What follows belongs to an exercise in optimizing a design on an open flow for small area and a short achievable clock period; a production flow would make more cautious choices.
At most, simulation tests tie the RTL to the original design; equivalence was not proved.
The clock port is modelled as an ideal driver; clocking choices that lean on that would not hold on a real chip.
Power figures rest on the tool's default switching activity, not on a simulated workload.

==> violet <==
==> flow/design.v <==
module axi_stream_insert_header #(
    parameter DATA_WD = 128,
    parameter DATA_BYTE_WD = DATA_WD / 8
) (
    input clk,
    input rst_n,
    input valid_in,
    input [DATA_WD-1 : 0] data_in,
    input [DATA_BYTE_WD-1 : 0] keep_in,
    input last_in,
    output reg ready_in,
    output reg valid_out,
    output reg [DATA_WD-1 : 0] data_out,
    output reg [DATA_BYTE_WD-1 : 0] keep_out,
    output reg last_out,
    input ready_out,
    input valid_insert,
    input [DATA_WD-1 : 0] header_insert,
    input [DATA_BYTE_WD-1 : 0] keep_insert,
    output reg ready_insert
);
function integer clog2;
input integer n;
begin
    for (clog2 = 0; n > 0; clog2 = clog2 + 1)
        n = n >> 1;
end
endfunction
localparam BW = DATA_BYTE_WD;
localparam ZW = clog2(BW - 1);
function hz_ge;
    input [BW-1:0] keep;
    input integer k;
begin
    if (k <= 0)
        hz_ge = 1'b1;
    else if (k >= BW)
        hz_ge = 1'b0;
    else
        hz_ge = ~keep[BW-k];
end
endfunction
function [ZW-1:0] therm_zeros;
    input [BW-1:0] keep;
    integer i, m;
    reg acc;
begin
    for (i = 0; i < ZW; i = i + 1) begin
        acc = 1'b0;
        for (m = (1 << i); m < BW; m = m + (2 << i))
            acc = acc | (hz_ge(keep, m) & ~hz_ge(keep, m + (1 << i)));
        therm_zeros[i] = acc;
    end
end
endfunction
reg [DATA_WD-1:0] prev;         
reg [ZW-1:0] hz;                
reg [BW-1:0] keep_tail;         
reg pend;                       
reg rin;                        
wire start = ~rin & ~valid_out & ready_out & valid_insert & valid_in;
wire [2*DATA_WD-1:0] win0 = {prev, data_in};
wire [2*DATA_WD-1:0] win1 = hz[3] ? {win0[2*DATA_WD-1-64:0], 64'b0} : win0;
wire [2*DATA_WD-1:0] win2 = hz[2] ? {win1[2*DATA_WD-1-32:0], 32'b0} : win1;
wire [2*DATA_WD-1:0] win3 = hz[1] ? {win2[2*DATA_WD-1-16:0], 16'b0} : win2;
wire [2*DATA_WD-1:0] win4 = hz[0] ? {win3[2*DATA_WD-1-8:0], 8'b0} : win3;
wire [2*BW-1:0] kr0 = {keep_in, keep_in};
wire [2*BW-1:0] kr1 = hz[3] ? {kr0[2*BW-1-8:0], 8'b0} : kr0;
wire [2*BW-1:0] kr2 = hz[2] ? {kr1[2*BW-1-4:0], 4'b0} : kr1;
wire [2*BW-1:0] kr3 = hz[1] ? {kr2[2*BW-1-2:0], 2'b0} : kr2;
wire [2*BW-1:0] kr4 = hz[0] ? {kr3[2*BW-1-1:0], 1'b0} : kr3;
wire [BW-1:0] krot = kr4[2*BW-1:BW];
wire [BW-1:0] hmask = {BW{1'b1}} << hz;
wire spill = krot[BW-1];
always @(posedge clk or negedge rst_n) begin
    if (~rst_n) begin
        ready_in <= 1'b0;
        rin <= 1'b0;
        ready_insert <= 1'b0;
        valid_out <= 1'b0;
        pend <= 1'b0;
    end
    else begin
        ready_in <= start | (ready_in & ~last_in);
        rin <= start | (rin & ~last_in);
        ready_insert <= start;
        valid_out <= rin | pend;
        pend <= rin & last_in & spill;
    end
end
always @(posedge clk) begin
    if (~rin & ~valid_out)
        hz <= therm_zeros(keep_insert);
    prev <= rin ? data_in : header_insert;
    data_out <= win4[2*DATA_WD-1:DATA_WD];
    keep_tail <= krot & hmask;
    keep_out <= pend ? keep_tail : (krot | hmask);
    last_out <= pend | (rin & last_in & ~spill);
end
endmodule
==> flow/flow/run.sh <==
#!/bin/bash
# The standard ORFS layout (the standard.sh), with these changes made through
# ORFS's own hooks and variables:
#  - the port buffers are buf_1 cells, resized after placement (post_gp.tcl)
#  - clock tree synthesis without dummy loads, from clkbuf_8 cells
set -euo pipefail
here=$(pwd)
export BUFFER_PORTS_ARGS="-buffer_cell sky130_fd_sc_hd__buf_1"
export POST_GLOBAL_PLACE_TCL="$here/flow/post_gp.tcl"
export CTS_ARGS="-sink_clustering_enable -repair_clock_nets -dont_use_dummy_load -buf_list sky130_fd_sc_hd__clkbuf_8"
export POST_FLOORPLAN_TCL="$here/flow/post_fp.tcl"
export POST_CTS_TCL="$here/flow/post_cts.tcl"
bash standard.sh > standard_flow.log 2>&1
==> flow/flow/post_cts.tcl <==
# Push setup timing past what the 14 ns clock asks for, so that the paths that set
# the achieved period get buffered and sized like critical paths.
repair_timing -setup -setup_margin 10.0 -skip_last_gasp
detailed_placement
check_placement -verbose
==> flow/flow/post_fp.tcl <==
# Cap the fanout that repair_design leaves on any net, so that the few nets with a
# very large fanout (the byte-shift selects) get balanced buffer trees.
set_max_fanout 16 [current_design]
==> flow/flow/post_gp.tcl <==
# Give the output ports a stronger buffer than the buf_1 that buffer_ports inserted.
set out_buf sky130_fd_sc_hd__buf_2
set n 0
foreach bterm [[ord::get_db_block] getBTerms] {
  if {[$bterm getIoType] != "OUTPUT"} { continue }
  set net [$bterm getNet]
  if {$net == "NULL"} { continue }
  foreach iterm [$net getITerms] {
    if {![$iterm isOutputSignal]} { continue }
    set inst [$iterm getInst]
    if {[[$inst getMaster] getName] == "sky130_fd_sc_hd__buf_1"} {
      replace_cell [get_cells [$inst getName]] [get_lib_cells $out_buf]
      incr n
    }
  }
}
puts "post_gp.tcl: $n output buffers now $out_buf"
==> flow/standard.sh <==
#!/bin/bash
# synth_recipe.tcl (not shown) runs the flow's synth.tcl, then flattens the netlist and writes it again
# the make line also repeats each setting of config.mk as NAME=value (left out here)
make -C /OpenROAD-flow-scripts/flow DESIGN_CONFIG=/design/flow/config.mk WORK_HOME=/design/flow/orfs CLKGATE_MAP_FILE= SYNTH_SCRIPT=/design/flow/synth_recipe.tcl "${@:-finish}"
==> flow/config.mk <==
export PLATFORM = sky130hd
export DESIGN_NAME = axi_stream_insert_header
export DESIGN_NICKNAME = axi_stream_insert_header
export VERILOG_FILES = /design/flow/design.v
export SDC_FILE = /design/flow/constraint.sdc
export NUM_CORES = 4
export LEC_CHECK = 0
export ABC_AREA = 1
export CAP_MARGIN = 20
export CORE_MARGIN = 2
export CORE_UTILIZATION = 50
export SETUP_SLACK_MARGIN = 1.0
export SLEW_MARGIN = 20
==> flow/constraint.sdc <==
create_clock -name core_clock -period 14.0 [get_ports {clk}]
set_input_delay 2.8000 -clock core_clock [delete_from_list [all_inputs] [get_ports {clk}]]
set_output_delay 2.8000 -clock core_clock [all_outputs]
set_load 0.01 [all_outputs]
==> indigo: changes against violet <==
--- a/flow/design.v
+++ b/flow/design.v
@@ -57,3 +57,2 @@
 reg [ZW-1:0] hz;                
-reg [BW-1:0] keep_tail;         
 reg pend;                       
@@ -66,10 +65,37 @@
 wire [2*DATA_WD-1:0] win4 = hz[0] ? {win3[2*DATA_WD-1-8:0], 8'b0} : win3;
-wire [2*BW-1:0] kr0 = {keep_in, keep_in};
-wire [2*BW-1:0] kr1 = hz[3] ? {kr0[2*BW-1-8:0], 8'b0} : kr0;
-wire [2*BW-1:0] kr2 = hz[2] ? {kr1[2*BW-1-4:0], 4'b0} : kr1;
-wire [2*BW-1:0] kr3 = hz[1] ? {kr2[2*BW-1-2:0], 2'b0} : kr2;
-wire [2*BW-1:0] kr4 = hz[0] ? {kr3[2*BW-1-1:0], 1'b0} : kr3;
-wire [BW-1:0] krot = kr4[2*BW-1:BW];
-wire [BW-1:0] hmask = {BW{1'b1}} << hz;
-wire spill = krot[BW-1];
+wire [BW-1:0] kin = {1'b1, keep_in[BW-2:0]};
+function fz_ge;
+    input [BW-1:0] keep;
+    input integer m;
+begin
+    if (m <= 0)
+        fz_ge = 1'b1;
+    else if (m >= BW)
+        fz_ge = 1'b0;
+    else
+        fz_ge = ~keep[m-1];
+end
+endfunction
+function [ZW-1:0] fz_of;
+    input [BW-1:0] keep;
+    integer i, m;
+    reg acc;
+begin
+    for (i = 0; i < ZW; i = i + 1) begin
+        acc = 1'b0;
+        for (m = (1 << i); m < BW; m = m + (2 << i))
+            acc = acc | (fz_ge(keep, m) & ~fz_ge(keep, m + (1 << i)));
+        fz_of[i] = acc;
+    end
+end
+endfunction
+reg [ZW-1:0] fzd;               
+wire [ZW-1:0] tz = hz + fzd;    
+wire [2*BW-1:0] kw0 = {{BW{1'b1}}, kin};
+wire [2*BW-1:0] kw1 = hz[3] ? {kw0[2*BW-1-8:0], 8'b0} : kw0;
+wire [2*BW-1:0] kw2 = hz[2] ? {kw1[2*BW-1-4:0], 4'b0} : kw1;
+wire [2*BW-1:0] kw3 = hz[1] ? {kw2[2*BW-1-2:0], 2'b0} : kw2;
+wire [2*BW-1:0] kw4 = hz[0] ? {kw3[2*BW-1-1:0], 1'b0} : kw3;
+wire [BW-1:0] keep_cur = kw4[2*BW-1:BW];
+wire spill = kw4[BW-1];
 always @(posedge clk or negedge rst_n) begin
@@ -95,4 +121,4 @@
     data_out <= win4[2*DATA_WD-1:DATA_WD];
-    keep_tail <= krot & hmask;
-    keep_out <= pend ? keep_tail : (krot | hmask);
+    fzd <= fz_of(keep_in);
+    keep_out <= pend ? ({BW{1'b1}} << tz) : keep_cur;
     last_out <= pend | (rin & last_in & ~spill);
==> flow/flow/run.sh (replaced) <==
#!/bin/bash
# The standard ORFS layout (the standard.sh), with these changes made through
# ORFS's own hooks and variables:
#  - synthesis is the standard synthesis with an area-oriented ABC mapping
#    script (synth_abc.tcl, abc_map.script)
#  - the port buffers are buf_1 cells; the output ones become buf_2 after global
#    placement (post_gp.tcl)
#  - clock tree synthesis without dummy loads, from clkbuf_8 cells in larger clusters
#  - repair_timing after CTS and after global routing aims at a setup slack of
#    FLOW_FLOW_MARGIN ns (margin.tcl)
set -euo pipefail
here=$(pwd)
export FLOW_STD_SYNTH="$here/synth_recipe.tcl"
export FLOW_ABC_SCRIPT="$here/flow/abc_map.script"
export FLOW_FLOW_MARGIN=10.1
export BUFFER_PORTS_ARGS="-buffer_cell sky130_fd_sc_hd__buf_1"
export CTS_ARGS="-sink_clustering_enable -repair_clock_nets -dont_use_dummy_load -buf_list sky130_fd_sc_hd__clkbuf_8 -root_buf sky130_fd_sc_hd__clkbuf_16 -sink_clustering_size 16 -sink_clustering_max_diameter 60"
export PRE_CTS_TCL="$here/flow/margin.tcl"
export PRE_GLOBAL_ROUTE_TCL="$here/flow/margin.tcl"
bash standard.sh SYNTH_SCRIPT="$here/flow/synth_abc.tcl" finish > standard_flow.log 2>&1
==> flow/flow/abc_map.script (new file) <==
strash
dch
amap
topo
==> flow/flow/margin.tcl (new file) <==
# Have this step's repair_timing aim at a setup slack of FLOW_FLOW_MARGIN ns
# instead of the configured margin, so that the paths that set the achieved
# period get sized and buffered as critical paths.
set ::env(SETUP_SLACK_MARGIN) $::env(FLOW_FLOW_MARGIN)
==> flow/flow/synth_abc.tcl (new file) <==
# The standard synthesis (synth_recipe.tcl, sourced below), with one change:
# ABC maps the logic with flow/abc_map.script (an area-oriented mapping: strash; dch; amap)
# instead of ORFS's abc_speed.script. Flip-flops are mapped before ABC runs, so
# the registers, their names and cell types are those of the standard synthesis.
proc abc {args} {
  set i [lsearch -exact $args -script]
  if {$i >= 0} {
    lset args [expr {$i + 1}] $::env(FLOW_ABC_SCRIPT)
  }
  yosys abc {*}$args
}
source $::env(FLOW_STD_SYNTH)
--- a/flow/config.mk
+++ b/flow/config.mk
@@ -7,6 +7,5 @@
 export LEC_CHECK = 0
-export ABC_AREA = 1
 export CAP_MARGIN = 20
 export CORE_MARGIN = 2
-export CORE_UTILIZATION = 50
+export CORE_UTILIZATION = 60
 export SETUP_SLACK_MARGIN = 1.0
removed: flow/flow/post_cts.tcl
removed: flow/flow/post_fp.tcl
removed: flow/flow/post_gp.tcl
==> willow: changes against violet <==
--- a/flow/design.v
+++ b/flow/design.v
@@ -57,3 +57,2 @@
 reg [ZW-1:0] hz;                
-reg [BW-1:0] keep_tail;         
 reg pend;                       
@@ -66,10 +65,16 @@
 wire [2*DATA_WD-1:0] win4 = hz[0] ? {win3[2*DATA_WD-1-8:0], 8'b0} : win3;
-wire [2*BW-1:0] kr0 = {keep_in, keep_in};
-wire [2*BW-1:0] kr1 = hz[3] ? {kr0[2*BW-1-8:0], 8'b0} : kr0;
-wire [2*BW-1:0] kr2 = hz[2] ? {kr1[2*BW-1-4:0], 4'b0} : kr1;
-wire [2*BW-1:0] kr3 = hz[1] ? {kr2[2*BW-1-2:0], 2'b0} : kr2;
-wire [2*BW-1:0] kr4 = hz[0] ? {kr3[2*BW-1-1:0], 1'b0} : kr3;
-wire [BW-1:0] krot = kr4[2*BW-1:BW];
-wire [BW-1:0] hmask = {BW{1'b1}} << hz;
-wire spill = krot[BW-1];
+reg [BW-1:0] prevk;
+wire [BW-1:0] curk = {rin, keep_in[BW-2:0] & {(BW-1){rin}}};
+wire [2*BW-1:0] wk0 = {prevk, curk};
+wire [2*BW-1:0] wk1 = hz[3] ? {wk0[2*BW-1-8:0], 8'b0} : wk0;
+wire [2*BW-1:0] wk2 = hz[2] ? {wk1[2*BW-1-4:0], 4'b0} : wk1;
+wire [2*BW-1:0] wk3 = hz[1] ? {wk2[2*BW-1-2:0], 2'b0} : wk2;
+wire [2*BW-1:0] wk4 = hz[0] ? {wk3[2*BW-1-1:0], 1'b0} : wk3;
+reg spill;
+integer k;
+always @(*) begin
+    spill = 1'b1;
+    for (k = 1; k < BW; k = k + 1)
+        spill = spill & ((hz < k) | keep_in[BW-1-k]);
+end
 always @(posedge clk or negedge rst_n) begin
@@ -95,4 +100,4 @@
     data_out <= win4[2*DATA_WD-1:DATA_WD];
-    keep_tail <= krot & hmask;
-    keep_out <= pend ? keep_tail : (krot | hmask);
+    prevk <= keep_in | {BW{~rin}};
+    keep_out <= wk4[2*BW-1:BW];
     last_out <= pend | (rin & last_in & ~spill);
--- a/flow/flow/run.sh
+++ b/flow/flow/run.sh
@@ -10,4 +10,2 @@
 export CTS_ARGS="-sink_clustering_enable -repair_clock_nets -dont_use_dummy_load -buf_list sky130_fd_sc_hd__clkbuf_8"
-export POST_FLOORPLAN_TCL="$here/flow/post_fp.tcl"
-export POST_CTS_TCL="$here/flow/post_cts.tcl"
 bash standard.sh > standard_flow.log 2>&1
==> flow/flow/post_gp.tcl (replaced) <==
# Give the output ports a stronger buffer than the buf_1 that buffer_ports inserted.
set out_buf [get_lib_cells sky130_fd_sc_hd__buf_2]
foreach port [get_ports -filter "direction == output"] {
  set net [get_nets -of_objects $port]
  foreach pin [get_pins -of_objects $net -filter "direction == output"] {
    set inst [get_cells -of_objects $pin]
    if {[get_property [get_lib_cells -of_objects $inst] name] == "sky130_fd_sc_hd__buf_1"} {
      replace_cell $inst $out_buf
    }
  }
}
--- a/flow/config.mk
+++ b/flow/config.mk
@@ -7,3 +7,2 @@
 export LEC_CHECK = 0
-export ABC_AREA = 1
 export CAP_MARGIN = 20
removed: flow/flow/post_cts.tcl
removed: flow/flow/post_fp.tcl
==> qor summary <==
Area of the multi-input gates: willow -; indigo 6350 um2; violet 8490 um2
Area of placed instances: willow -; indigo 14500 um2; violet 18000 um2
FF-to-FF End: willow -; indigo data_out[45]$_DFF_P_; violet data_out[9]$_DFF_P_
Share of post-route cells with drive strength above 1: willow -; indigo 0.0290; violet 0.119
DP HPWL: willow -; indigo 28500 um; violet 59500 um
Sequential group share of total power: willow -; indigo 0.457; violet 0.395
Cell Int Power: willow -; indigo 1.46 mW; violet 1.61 mW
Clock transition time at the flip-flop clock pins of the worst setup and hold paths: willow -; indigo 0.10 ns; violet 0.06 ns
FFs & Latches: willow -; indigo 285; violet 298
Total Routed Length: willow -; indigo 41900 um; violet 71400 um
F_max: willow -; indigo 258 MHz; violet 242 MHz
Tightest Pin Transition: willow -; indigo 1.11 ns; violet 1.25 ns
Clock tree cell share of total cell area: willow -; indigo 0.0244; violet 0.0333
Count of buffers from port buffering: willow 440; indigo 438; violet 440
Post-Synth Adder-Cell Area: willow 0; indigo 0.00464; violet 0
Compound-cell area share of the yosys netlist: willow 0.0755; indigo 0.452; violet 0.0945
TritonCTS clock tree: willow -; indigo done; violet done
Number of non-clock inverters: willow -; indigo 75; violet 69
Crit path required time: willow -; indigo 11.20 ns; violet 14.41 ns
Post-synthesis area per instance: willow 11.7 um2; indigo 9.42 um2; violet 6.13 um2
Post-detailed-route via-to-cell ratio: willow -; indigo 6.53; violet 5.68
Layout non-clock buf frac: willow -; indigo 0.118; violet 0.146
Result of the run: willow did not finish; indigo finished clean; violet finished clean
Failing step: willow 3_3_place_gp; indigo -; violet -
Fraction of post-synthesis cell area in the top cell type by area: willow 0.362; indigo 0.445; violet 0.372
Met2 WL post-DR: willow -; indigo 19500 um; violet 30500 um
Largest vdd supply drop: willow -; indigo 121 uV; violet 93.9 uV
The RTL of willow was laid out without a check of its function.

[re-timing with driven ports]
How much do the figures lean on ideal ports? The routed layouts below were timed once more, with nothing changed but the port constraints.
Step 1 assumes that a clkbuf_16 drives the clock port and a buf_2 every other input.
Step 2 also shifts input and output timing later by t, the mid clock arrival at the registers, as if the neighbouring blocks saw the same clock.
Slacks: ideal / step 1 / step 2; pairs: ideal / step 1.
run	t (ns)	setup WS [ns]	worst setup path at the end	clock arrival spread, ns
violet	0.601	9.866 / 9.897 / 9.295	input to register	0.063 / 0.063
indigo	0.538	10.129 / 10.079 / 9.889	input to register	0.052 / 0.052
After both steps setup and hold are still met in every run listed. For violet, which loses most, drivers alone change the setup slack by +0.031 ns; drivers and shift together by -0.571 ns.
